From an optimization exercise on the open Yosys and OpenROAD flow, aimed at small area, a short achievable clock period and few clock cycles per item; shortcuts taken in it are not production practice.
Function was checked by simulation only, so behaviour that the tests miss may differ from the original.

## Cfu
module Cfu (
    input               cmd_valid,
    output              cmd_ready,
    input      [9:0]    cmd_payload_function_id,
    input      [31:0]   cmd_payload_inputs_0,
    input      [31:0]   cmd_payload_inputs_1,
    output              rsp_valid,
    input               rsp_ready,
    output     [31:0]   rsp_payload_outputs_0,
    input               reset,
    input               clk
);
Size in the first run: about 11000 cells after synthesis, roughly 110 I/O pins, about 0.10 sq mm of cells after synthesis.
Settings: LEC_CHECK=0, CAP_MARGIN=20, CORE_MARGIN=2, CORE_UTILIZATION=40, PLACE_DENSITY=0.6, SLEW_MARGIN=20; clock period 15.0 ns.
standard.sh (not shown) runs the stock make flow with config.mk's settings and CLKGATE_MAP_FILE= SYNTH_SCRIPT=/design/flow/synth_recipe.tcl, a recipe that flattens the netlist after the stock synthesis.
==> flow/flow/run.sh <==
#!/bin/bash
set -euo pipefail
bash standard.sh synth > synth.log 2>&1
bash standard.sh SETUP_SLACK_MARGIN=10 finish > layout.log 2>&1
The first run finished clean.
Testbench counts at the start, summed over its fixed seeds: cycles 6,876, items 3,342.
Next try:
==> flow/run.sh (new file) <==
#!/bin/bash
# synth_recipe.tcl (not shown) runs the flow's synth.tcl, then flattens the netlist and writes it again
# the make line also repeats each setting of config.mk as NAME=value (left out here)
make -C /OpenROAD-flow-scripts/flow DESIGN_CONFIG=/design/flow/config.mk WORK_HOME=/design/flow/orfs CLKGATE_MAP_FILE= SYNTH_SCRIPT=/design/flow/synth_recipe.tcl finish
removed: flow/flow/run.sh
removed: flow/standard.sh
After rerunning: Clock-buffer cell count decreases by 10. Setup slack gets worse by 1000 ps. Die area is unchanged. Utilization goes down by 0.92 points. Cell area went down by about 2%. Synthesized area stays the same. Sequential share of layout area increases by 0.33 points. Global-route usage barely changes. Worst hold slack improved by 56 ps.


Another version of the RTL of Cfu (not shown whole).
For scale: about 960 flip-flops, about 110 I/O pins.
clock: 15.0 ns
lec_check: 0
cap_margin: 20
core_margin: 2
core_utilization: 45
place_density: 0.65
slew_margin: 20
==> flow/flow/run.sh <==
#!/bin/bash
set -euo pipefail
sed 's/yosys synth -nofsm -noshare {\*}\$args/yosys synth -nofsm -noshare -noabc {*}$args/' \
    synth_recipe.tcl > nabc_synth.tcl
grep -q -- '-noabc' nabc_synth.tcl
bash standard.sh SYNTH_SCRIPT="$PWD/nabc_synth.tcl" synth > synth.log 2>&1
bash standard.sh SYNTH_SCRIPT="$PWD/nabc_synth.tcl" SETUP_SLACK_MARGIN=10 finish > layout.log 2>&1
The first run finished with timing, DRC and antenna clean.
Testbench counts at the start, summed over its fixed seeds: cycles 6,824, items 3,342.
Next try:
Settings changed: CORE_UTILIZATION 45 to 40, PLACE_DENSITY 0.65 to 0.5.
What happened:
- worst hold slack degrades by 3.9 ps
- first-iteration DRC count is lower by about 19%
- critical path depth goes down by 1
- global-route usage goes down by 2.0 points
- wire length rose by about 5%
- fmax rose by about 0.5%


Cfu, a different RTL version from the one above (not shown whole).
Size in the first run: about 990 flip-flops, ~110 I/O pins.
Settings: LEC_CHECK=0, CAP_MARGIN=20, CORE_MARGIN=2, CORE_UTILIZATION=40, PLACE_DENSITY=0.5, SLEW_MARGIN=20; clock period 15.0 ns.
==> flow/flow/run.sh <==
#!/bin/bash
set -euo pipefail
sed 's/yosys synth -nofsm -noshare {\*}\$args/yosys synth -nofsm -noshare -noabc {*}$args/' \
    synth_recipe.tcl > nabc_synth.tcl
grep -q -- '-noabc' nabc_synth.tcl
bash standard.sh SYNTH_SCRIPT="$PWD/nabc_synth.tcl" synth > synth.log 2>&1
bash standard.sh SYNTH_SCRIPT="$PWD/nabc_synth.tcl" SETUP_SLACK_MARGIN=10.5 finish > layout.log 2>&1
The starting point finished with timing, DRC and antenna clean.
Testbench counts at the start, summed over its fixed seeds: cycles 6,824, items 3,342.
Change:
--- a/flow/flow/run.sh
+++ b/flow/flow/run.sh
@@ -6,2 +6,2 @@
 bash standard.sh SYNTH_SCRIPT="$PWD/nabc_synth.tcl" synth > synth.log 2>&1
-bash standard.sh SYNTH_SCRIPT="$PWD/nabc_synth.tcl" SETUP_SLACK_MARGIN=10.5 finish > layout.log 2>&1
+bash standard.sh SYNTH_SCRIPT="$PWD/nabc_synth.tcl" SETUP_SLACK_MARGIN=10 finish > layout.log 2>&1
After rerunning: The changed run finished clean; maximum frequency fell by about 3%; sequential share of layout area rose by 1.4 points; design area fell by 6.9%; cell count fell by about 2.5%; synthesized cell count does not change; via count fell by 3.1%.
Change:
--- a/flow/flow/run.sh
+++ b/flow/flow/run.sh
@@ -6,2 +6,2 @@
 bash standard.sh SYNTH_SCRIPT="$PWD/nabc_synth.tcl" synth > synth.log 2>&1
-bash standard.sh SYNTH_SCRIPT="$PWD/nabc_synth.tcl" SETUP_SLACK_MARGIN=10 finish > layout.log 2>&1
+bash standard.sh SYNTH_SCRIPT="$PWD/nabc_synth.tcl" SETUP_SLACK_MARGIN=10.25 finish > layout.log 2>&1
The new run produced a clean layout.
Worst setup slack gains 0.080 ns.
Sequential cell count is unchanged.
Sequential share of layout area goes down by 0.49 points.
Routed wire length increases by 6.4%.
Core utilization rises by 1.1 points.
Area after synthesis stays the same.
Global-route usage goes up by 0.92 points.
Critical path depth shrinks by 4.

## static timing again, ports no longer ideal
In the flow no input, the clock included, has a driving cell. The finished layouts below were timed again as built, in two steps.
Step 1 assumes that a clkbuf_16 drives the clock port and a buf_2 every other input.
Step 2 also shifts input and output timing later by t, the mid clock arrival at the registers, as if the neighbouring blocks saw the same clock.
Three values: ideal, step 1, step 2; two values: the first two.
| run | t (ns) | setup WS [ns] | worst setup path after step 2 | clock arrival spread, ns |
|---|---|---|---|---|
| the first run of note 1 | 0.854 | 9.977 / 9.977 / 9.312 | input to register | 0.116 / 0.116 |
| the second run of note 1 | 0.877 | 8.948 / 8.948 / 8.948 | register to register | 0.093 / 0.093 |
| the first run of note 2 | 0.864 | 9.755 / 9.756 / 9.311 | input to register | 0.109 / 0.109 |
| the second run of note 2 | 0.860 | 9.781 / 9.781 / 9.353 | input to register | 0.072 / 0.072 |
| the first run of note 3 | 0.888 | 10.129 / 10.040 / 9.728 | input to register | 0.141 / 0.141 |
| the second run of note 3 | 0.891 | 9.978 / 9.889 / 9.345 | input to register | 0.080 / 0.080 |
| the third run of note 3 | 0.901 | 10.058 / 9.978 / 9.489 | input to register | 0.091 / 0.091 |
After both steps setup and hold are still met in every run listed. The setup slack of the first run of note 1, which loses most, moves by 0.000 ns with the drivers and by -0.665 ns with both steps.
